What follows belongs to an exercise in optimizing a design on an open flow for small area; a production flow would make more cautious choices.
Where RTL was checked, it was by simulation tests only, not by an equivalence proof against the original.
Power and IR drop assume default switching activity.

==> flow/design.v (excerpt) <==
module exception_handler
(
    input logic                             clock_i,
    input logic                             reset_ni,
    input logic [riscv_pkg::XLEN - 1:0]                pc_i,
    input riscv_privileged_pkg::csr_address_t                     csr_address_i,
    input riscv_privileged_pkg::csr_command_t                     csr_command_i,
    input logic [riscv_privileged_pkg::MXLEN - 1:0]               csr_write_data_i,
    input logic                             csr_exception_i,
    input riscv_privileged_pkg::csr_exception_cause_t             csr_exception_cause_i,
    input logic [riscv_pkg::XLEN - 1:0]                csr_exception_pc_i,
    input logic                             timer_interrupt_i,
    input logic                             instruction_retired_i,
    input logic                             mret_i,
    output logic [riscv_privileged_pkg::MXLEN - 1:0]              csr_read_data_o,
    output logic                            csr_read_data_valid_o,
    output logic [riscv_pkg::XLEN - 1:0]               trap_pc_o,
    output logic                            flush_pipeline_o
);
Size in the first run: ~1600 cells after synthesis, ~410 I/O pins.
export LEC_CHECK = 0
export CAP_MARGIN = 0
export CORE_MARGIN = 2
export CORE_UTILIZATION = 40
export SLEW_MARGIN = 0
export SYNTH_HIERARCHICAL = 1
export SYNTH_MINIMUM_KEEP_SIZE = 0
create_clock -name core_clock -period 8.0 [get_ports {clock_i}]
standard.sh (not shown) runs the stock make flow with config.mk's settings and CLKGATE_MAP_FILE= SYNTH_SCRIPT=/design/flow/synth_recipe.tcl, a recipe that flattens the netlist after the stock synthesis.
==> flow/flow/run.sh <==
#!/bin/bash
# The standard layout (standard.sh: the standard synthesis and ORFS flow) with three
# changes: combinational cells are set to their smallest size before floorplan
# (flow/downsize.tcl; repair sizes up what timing needs), the port buffers are plain buf_1
# cells, and the clock tree uses clkbuf_8 cells in larger within 50 um, without dummy loads.
# All output goes to standard_flow.log here (ORFS keeps each step's own log under orfs/logs/).
set -euo pipefail
export PRE_FLOORPLAN_TCL="$PWD/flow/downsize.tcl"
export BUFFER_PORTS_ARGS="-buffer_cell sky130_fd_sc_hd__buf_1"
export CTS_ARGS="-sink_clustering_enable -repair_clock_nets -buf_list sky130_fd_sc_hd__clkbuf_8 -dont_use_dummy_load -sink_clustering_size 15 -sink_clustering_max_diameter 60"
bash standard.sh > standard_flow.log 2>&1
==> flow/flow/downsize.tcl <==
# Sourced by ORFS at the start of floorplan (PRE_FLOORPLAN_TCL), after the synthesized
# netlist is loaded: every combinational cell that synthesis gave a stronger drive than it
# needs is put back to the smallest cell of its family (same function). Timing repair later
# in the flow sizes up whatever the timing or slew needs. Flip-flops, buffers and inverters
# are left alone.
set db [ord::get_db]
set block [ord::get_db_block]
array set best {}
foreach m [concat {*}[lmap l [$db getLibs] {$l getMasters}]] {
  set n [$m getName]
  if {![regexp {^(sky130_fd_sc_hd__[a-z0-9]+)_([0-9]+)$} $n -> fam drv]} { continue }
  set a [expr {[$m getWidth] * [$m getHeight]}]
  if {[info exists ::env(DONT_USE_CELLS)] && [lsearch -exact $::env(DONT_USE_CELLS) $n] >= 0} { continue }
  if {![info exists best($fam)] || $a < [lindex $best($fam) 1] || ($a == [lindex $best($fam) 1] && $drv > [lindex $best($fam) 2])} {
    set best($fam) [list $n $a $drv]
  }
}
set count 0
foreach inst [$block getInsts] {
  set m [$inst getMaster]
  set n [$m getName]
  if {![regexp {^(sky130_fd_sc_hd__[a-z0-9]+)_([0-9]+)$} $n -> fam drv]} { continue }
  if {[regexp {buf|inv|df|dl|sdf|edf|conb|tap|fill|decap} $fam]} { continue }
  if {![info exists best($fam)]} { continue }
  set a [expr {[$m getWidth] * [$m getHeight]}]
  if {[lindex $best($fam) 1] < $a} {
    replace_cell [$inst getName] [lindex $best($fam) 0]
    incr count
  }
}
puts "downsize.tcl: $count cells set to the smallest size of their family"
The starting point completed without violations.
Next try:
--- a/flow/config.mk
+++ b/flow/config.mk
@@ -8 +8 @@
-export CAP_MARGIN = 0
+export CAP_MARGIN = 20
@@ -11 +11 @@
-export SLEW_MARGIN = 0
+export SLEW_MARGIN = 20
Clock skew came out higher by 0.010 ns. Wire length came out higher by 0.43%. Flip-flop and latch count does not change. Total power came out higher by 0.46%. Clock power is about the same. Worst setup slack improved by 0.033 ns. Global-route usage barely changes. Count of clock-buffer cells in the layout came out higher by 1. Fmax came out higher by 0.51%. Cell count is about the same.

---

Another version of the RTL of exception_handler (not shown whole).
Size: ~430 flip-flops, roughly 410 I/O pins, about 0.019 mm² of cells after synthesis.
Settings: LEC_CHECK=0, CAP_MARGIN=20, CORE_MARGIN=2, CORE_UTILIZATION=40, SLEW_MARGIN=20; clock period 8.0 ns.
==> flow/flow/run.sh <==
#!/bin/bash
# The standard layout (standard.sh: the standard synthesis and ORFS flow) with two changes:
# the port buffers are plain buf_1 cells, and the clock tree uses clkbuf_8 cells in larger
# clusters, without dummy loads. All output goes to standard_flow.log here (ORFS keeps each
# step's own log under orfs/logs/).
set -euo pipefail
export BUFFER_PORTS_ARGS="-buffer_cell sky130_fd_sc_hd__buf_1"
export CTS_ARGS="-sink_clustering_enable -repair_clock_nets -buf_list sky130_fd_sc_hd__clkbuf_8 -dont_use_dummy_load -sink_clustering_size 20 -sink_clustering_max_diameter 80"
bash standard.sh > standard_flow.log 2>&1
Change:
==> flow/run.sh (new file) <==
#!/bin/bash
# synth_recipe.tcl (not shown) runs the flow's synth.tcl, then flattens the netlist and writes it again
# the make line also repeats each setting of config.mk as NAME=value (left out here)
make -C /OpenROAD-flow-scripts/flow DESIGN_CONFIG=/design/flow/config.mk WORK_HOME=/design/flow/orfs CLKGATE_MAP_FILE= SYNTH_SCRIPT=/design/flow/synth_recipe.tcl finish
Settings changed: CTS_BUF_LIST from default to sky130_fd_sc_hd__clkbuf_4.
removed: flow/flow/run.sh
removed: flow/standard.sh
The new run ran to the end with no violations. Sequential power hardly moves. Sequential share of layout area falls by 9.1 points. Final area rises by 17%.
Change:
==> flow/flow/run.sh (new file) <==
#!/bin/bash
# Standard layout (the standard.sh: standard synthesis and ORFS flow), with
# plain buf_1 cells as port buffers and small clock-tree buffers without dummy loads.
set -euo pipefail
export BUFFER_PORTS_ARGS="-buffer_cell sky130_fd_sc_hd__buf_1"
export CTS_ARGS="-sink_clustering_enable -repair_clock_nets -buf_list sky130_fd_sc_hd__clkbuf_4 -dont_use_dummy_load"
bash standard.sh > standard_flow.log 2>&1
==> flow/standard.sh (new file) <==
#!/bin/bash
# synth_recipe.tcl (not shown) runs the flow's synth.tcl, then flattens the netlist and writes it again
# the make line also repeats each setting of config.mk as NAME=value (left out here)
make -C /OpenROAD-flow-scripts/flow DESIGN_CONFIG=/design/flow/config.mk WORK_HOME=/design/flow/orfs CLKGATE_MAP_FILE= SYNTH_SCRIPT=/design/flow/synth_recipe.tcl "${@:-finish}"
Settings changed: CTS_BUF_LIST sky130_fd_sc_hd__clkbuf_4 to default.
removed: flow/run.sh
- total power fell by 13%
- synthesized area is unchanged
- setup slack is better by 660 ps
- final area fell by 13%
- critical path depth went up by 2
- core utilization falls by 7.0 points
Change:
==> flow/run.sh (new file) <==
#!/bin/bash
# synth_recipe.tcl (not shown) runs the flow's synth.tcl, then flattens the netlist and writes it again
# the make line also repeats each setting of config.mk as NAME=value (left out here)
make -C /OpenROAD-flow-scripts/flow DESIGN_CONFIG=/design/flow/config.mk WORK_HOME=/design/flow/orfs CLKGATE_MAP_FILE= SYNTH_SCRIPT=/design/flow/synth_recipe.tcl finish
removed: flow/flow/run.sh
removed: flow/standard.sh
The changed run ran to the end with no violations; sequential cell count stays the same; register-to-register slack is better by 80 ps; critical path depth drops by 2; utilization climbs by 7.1 points; clock skew drops by 45 ps; setup slack is worse by 680 ps; die area stays the same.
Function was not checked in any run of this note: the RTL went through the layout flow alone.

---

== lane 1 ==
exception_handler with an RTL version that a note above also has.
Size: ~1,600 cells after synthesis, ~410 I/O pins.
==> flow/config.mk <==
export PLATFORM = sky130hd
export DESIGN_NAME = exception_handler
export DESIGN_NICKNAME = exception_handler
export VERILOG_FILES = /design/flow/design.v
export SDC_FILE = /design/flow/constraint.sdc
export NUM_CORES = 4
export LEC_CHECK = 0
export CAP_MARGIN = 20
export CORE_MARGIN = 2
export CORE_UTILIZATION = 40
export PLACE_DENSITY = 0.85
export SLEW_MARGIN = 20
export SYNTH_HIERARCHICAL = 1
export SYNTH_MINIMUM_KEEP_SIZE = 0
==> flow/constraint.sdc <==
create_clock -name core_clock -period 8.0 [get_ports {clock_i}]
set_input_delay 1.6000 -clock core_clock [delete_from_list [all_inputs] [get_ports {clock_i}]]
set_output_delay 1.6000 -clock core_clock [all_outputs]
set_load 0.01 [all_outputs]
==> flow/flow/run.sh <==
#!/bin/bash
# The standard layout (standard.sh: the standard synthesis and ORFS flow) with three
# changes: combinational cells are set to their smallest size before floorplan
# (flow/downsize.tcl; repair sizes up what timing needs), the port buffers are plain buf_1
# cells, and the clock tree uses clkbuf_8 cells in larger within 50 um, without dummy loads.
# All output goes to standard_flow.log here (ORFS keeps each step's own log under orfs/logs/).
set -euo pipefail
export PRE_FLOORPLAN_TCL="$PWD/flow/downsize.tcl"
export BUFFER_PORTS_ARGS="-buffer_cell sky130_fd_sc_hd__buf_1"
export CTS_ARGS="-sink_clustering_enable -repair_clock_nets -buf_list sky130_fd_sc_hd__clkbuf_8 -dont_use_dummy_load -sink_clustering_size 15 -sink_clustering_max_diameter 60"
bash standard.sh > standard_flow.log 2>&1
Scripts as last shown in full above: flow/flow/downsize.tcl
Input-level comparison between lane 2 and lane 1:
Settings: PLACE_DENSITY no longer set, was 0.85.
-- flow/flow/run.sh --
<<< lane 1, line 10
export CTS_ARGS="-sink_clustering_enable -repair_clock_nets -buf_list sky130_fd_sc_hd__clkbuf_8 -dont_use_dummy_load -sink_clustering_size 15 -sink_clustering_max_diameter 60"
>>> lane 2, line 10
export CTS_ARGS="-sink_clustering_enable -repair_clock_nets -buf_list sky130_fd_sc_hd__clkbuf_8 -dont_use_dummy_load -sink_clustering_size 20 -sink_clustering_max_diameter 70"
==> comparison <==
- Compared with lane 1, lane 2 shows a higher share of power burned in combinational logic.
- The faster design of the two is lane 2; lane 1 tops out lower.
- In the reports for lane 2 and lane 1, the smaller post-route worst setup slack belongs to lane 1.
- Compared with lane 1, lane 2 shows switching part of the total power lower by 0.16 points.
- Clock network fraction of design power: higher on lane 1
- The cell area after placement on lane 2 is in line with that on lane 1.
- Looking at the reports, lane 2 completed the entire flow and the layout it produced met the timing, DRC and antenna checks.
- [lane 2] tightest slew margin relative to the limit rose 2.1 points relative to lane 1

---

Another version of the RTL of exception_handler (not shown whole).
Size in the first run: about 1600 cells after synthesis.
Settings: LEC_CHECK=0, CAP_MARGIN=20, CORE_MARGIN=2, CORE_UTILIZATION=40, SLEW_MARGIN=20, SYNTH_HIERARCHICAL=1, SYNTH_MINIMUM_KEEP_SIZE=0; clock period 8.0 ns.
==> flow/flow/run.sh <==
#!/bin/bash
# The standard layout (standard.sh: the standard synthesis and ORFS flow) with three
# changes: combinational cells are set to their smallest size before floorplan
# (flow/downsize.tcl; repair sizes up what timing needs), the port buffers are plain buf_1
# cells, and the clock tree uses clkbuf_8 cells in clusters of at most 15 sinks within 60 um, without dummy loads.
# All output goes to standard_flow.log here (ORFS keeps each step's own log under orfs/logs/).
set -euo pipefail
export PRE_FLOORPLAN_TCL="$PWD/flow/downsize.tcl"
export BUFFER_PORTS_ARGS="-buffer_cell sky130_fd_sc_hd__buf_1"
export CTS_ARGS="-sink_clustering_enable -repair_clock_nets -buf_list sky130_fd_sc_hd__clkbuf_8 -dont_use_dummy_load -sink_clustering_size 15 -sink_clustering_max_diameter 60"
bash standard.sh > standard_flow.log 2>&1
Scripts as last shown in full above: flow/flow/downsize.tcl
The first run finished with timing, DRC and antenna clean.
Change:
==> flow/flow/run.sh (replaced) <==
#!/bin/bash
# The standard layout (standard.sh: the standard synthesis and ORFS flow) with three
# changes: combinational cells are set to their smallest size before floorplan
# (flow/downsize.tcl; repair sizes up what timing needs), the port buffers are plain buf_1
# cells, and the clock tree uses clkbuf_4 cells in clusters of at most 8 sinks within 40 um, without dummy loads.
# All output goes to standard_flow.log here (ORFS keeps each step's own log under orfs/logs/).
set -euo pipefail
export PRE_FLOORPLAN_TCL="$PWD/flow/downsize.tcl"
export BUFFER_PORTS_ARGS="-buffer_cell sky130_fd_sc_hd__buf_1"
export CTS_ARGS="-sink_clustering_enable -repair_clock_nets -buf_list sky130_fd_sc_hd__clkbuf_4 -dont_use_dummy_load -sink_clustering_size 8 -sink_clustering_max_diameter 40"
bash standard.sh > standard_flow.log 2>&1
Settings changed: PLACE_DENSITY set to 0.85.
The new run finished with timing, DRC and antenna clean.
Final cell count rises by about 1.1%.
Utilization stays flat.
Wire length falls by 3.4%.
Total power barely changes.
Die area stays the same.
Global-route usage falls by 1.0 points.
Non-clock buffer count falls by 6.
Clock power hardly moves.
Sequential cell count is unchanged.
Critical path depth falls by 1.
Change:
==> flow/flow/run.sh (replaced) <==
#!/bin/bash
# The standard layout (standard.sh: the standard synthesis and ORFS flow) with three
# changes: combinational cells are set to their smallest size before floorplan
# (flow/downsize.tcl; repair sizes up what timing needs), the port buffers are plain buf_1
# cells, and the clock tree uses clkbuf_8 cells in clusters of at most 15 sinks within 60 um, without dummy loads.
# All output goes to standard_flow.log here (ORFS keeps each step's own log under orfs/logs/).
set -euo pipefail
export PRE_FLOORPLAN_TCL="$PWD/flow/downsize.tcl"
export BUFFER_PORTS_ARGS="-buffer_cell sky130_fd_sc_hd__buf_1"
export CTS_ARGS="-sink_clustering_enable -repair_clock_nets -buf_list sky130_fd_sc_hd__clkbuf_8 -dont_use_dummy_load -sink_clustering_size 15 -sink_clustering_max_diameter 60"
bash standard.sh > standard_flow.log 2>&1
Effect:
- The changed run completed with no timing, DRC or antenna violations
- setup slack gets better by 0.018 ns
- cell count shrinks slightly
- power went down slightly
- maximum frequency stays flat
- non-clock buffer count stays the same
- core utilization is about the same
- wire length is lower slightly
- count of clock-buffer cells in the layout decreases by 33
- cell area stays flat

---

exception_handler with an RTL version that a note above also has.
Size: roughly 410 I/O pins.
clock: 8.0 ns
lec_check: 0
cap_margin: 20
core_margin: 2
core_utilization: 60
slew_margin: 20
synth_hierarchical: 1
synth_minimum_keep_size: 0
==> flow/flow/run.sh <==
#!/bin/bash
# The standard layout (standard.sh: the standard synthesis and ORFS flow) with three
# changes: combinational cells are set to their smallest size before floorplan
# (flow/downsize.tcl; repair sizes up what timing needs), the port buffers are plain buf_1
# cells, and the clock tree uses clkbuf_8 cells in larger within 50 um, without dummy loads.
# All output goes to standard_flow.log here (ORFS keeps each step's own log under orfs/logs/).
set -euo pipefail
export PRE_FLOORPLAN_TCL="$PWD/flow/downsize.tcl"
export BUFFER_PORTS_ARGS="-buffer_cell sky130_fd_sc_hd__buf_1"
export CTS_ARGS="-sink_clustering_enable -repair_clock_nets -buf_list sky130_fd_sc_hd__clkbuf_8 -dont_use_dummy_load -sink_clustering_size 12 -sink_clustering_max_diameter 50"
bash standard.sh > standard_flow.log 2>&1
Scripts as last shown in full above: flow/flow/downsize.tcl
Edit:
--- a/flow/config.mk
+++ b/flow/config.mk
@@ -9,3 +9,3 @@
 export CORE_MARGIN = 2
-export CORE_UTILIZATION = 60
+export CORE_UTILIZATION = 40
 export SLEW_MARGIN = 20
After rerunning: The new run finished clean. Worst setup slack loses 0.0069 ns. Final cell count came out higher by a few percent. Die area rises by well over a third. Synthesized cell count is unchanged.

## afterwards: timing with drivers on the ports
The results above use ideal ports. As a check the final layouts listed here were re-extracted and re-timed, cells and wires unchanged.
Step 1 (the two cells are an assumption about what drives the block):
set clk [get_ports {clock_i}]
set_driving_cell -lib_cell sky130_fd_sc_hd__clkbuf_16 $clk
set_driving_cell -lib_cell sky130_fd_sc_hd__buf_2 [delete_from_list [all_inputs] $clk]
Step 2, shift: input delay + t, output delay - t, t = (earliest + latest rising clock arrival at the registers) / 2. This alone moves slack from input paths to output paths.
a / b / c = ideal ports / drivers / drivers and shift; a / b = the first two.
run | shift t [ns] | slack for setup (ns) | hold WS [ns] | worst setup path after step 2 | worst data-port slew with drivers (ns)
the first run of note 1 | 0.610 | 1.383 / 1.356 / 1.356 | 0.488 / 0.488 / 0.488 | input to output | 0.08
the second run of note 1 | 0.601 | 1.416 / 1.394 / 1.394 | 0.490 / 0.490 / 0.490 | input to output | 0.08
the first run of note 2 | 0.668 | 1.494 / 1.466 / 1.466 | 0.477 / 0.477 / 0.477 | input to output | 0.09
the second run of note 2 | 0.883 | 0.831 / 0.800 / 0.800 | 0.465 / 0.465 / 0.465 | input to output | 0.09
the third run of note 2 | 0.827 | 1.495 / 1.466 / 1.466 | 0.463 / 0.463 / 0.463 | input to output | 0.09
the fourth run of note 2 | 0.621 | 0.818 / 0.787 / 0.787 | 0.459 / 0.459 / 0.459 | input to output | 0.08
lane 1 | 0.633 | 1.344 / 1.321 / 1.321 | 0.486 / 0.486 / 0.486 | input to output | 0.22
lane 2 | 0.660 | 1.417 / 1.395 / 1.395 | 0.492 / 0.492 / 0.492 | input to output | 0.08
the first run of note 4 | 0.607 | 1.345 / 1.323 / 1.323 | 0.488 / 0.488 / 0.488 | input to output | 0.10
the second run of note 4 | 0.764 | 1.254 / 1.227 / 1.227 | 0.485 / 0.485 / 0.485 | input to output | 0.08
the third run of note 4 | 0.625 | 1.271 / 1.244 / 1.244 | 0.484 / 0.484 / 0.484 | input to output | 0.10
the first run of note 5 | 0.599 | 1.425 / 1.404 / 1.404 | 0.474 / 0.474 / 0.474 | input to output | 0.13
the second run of note 5 | 0.640 | 1.418 / 1.396 / 1.396 | 0.488 / 0.488 / 0.488 | input to output | 0.08
After both steps every run listed still meets setup and hold.
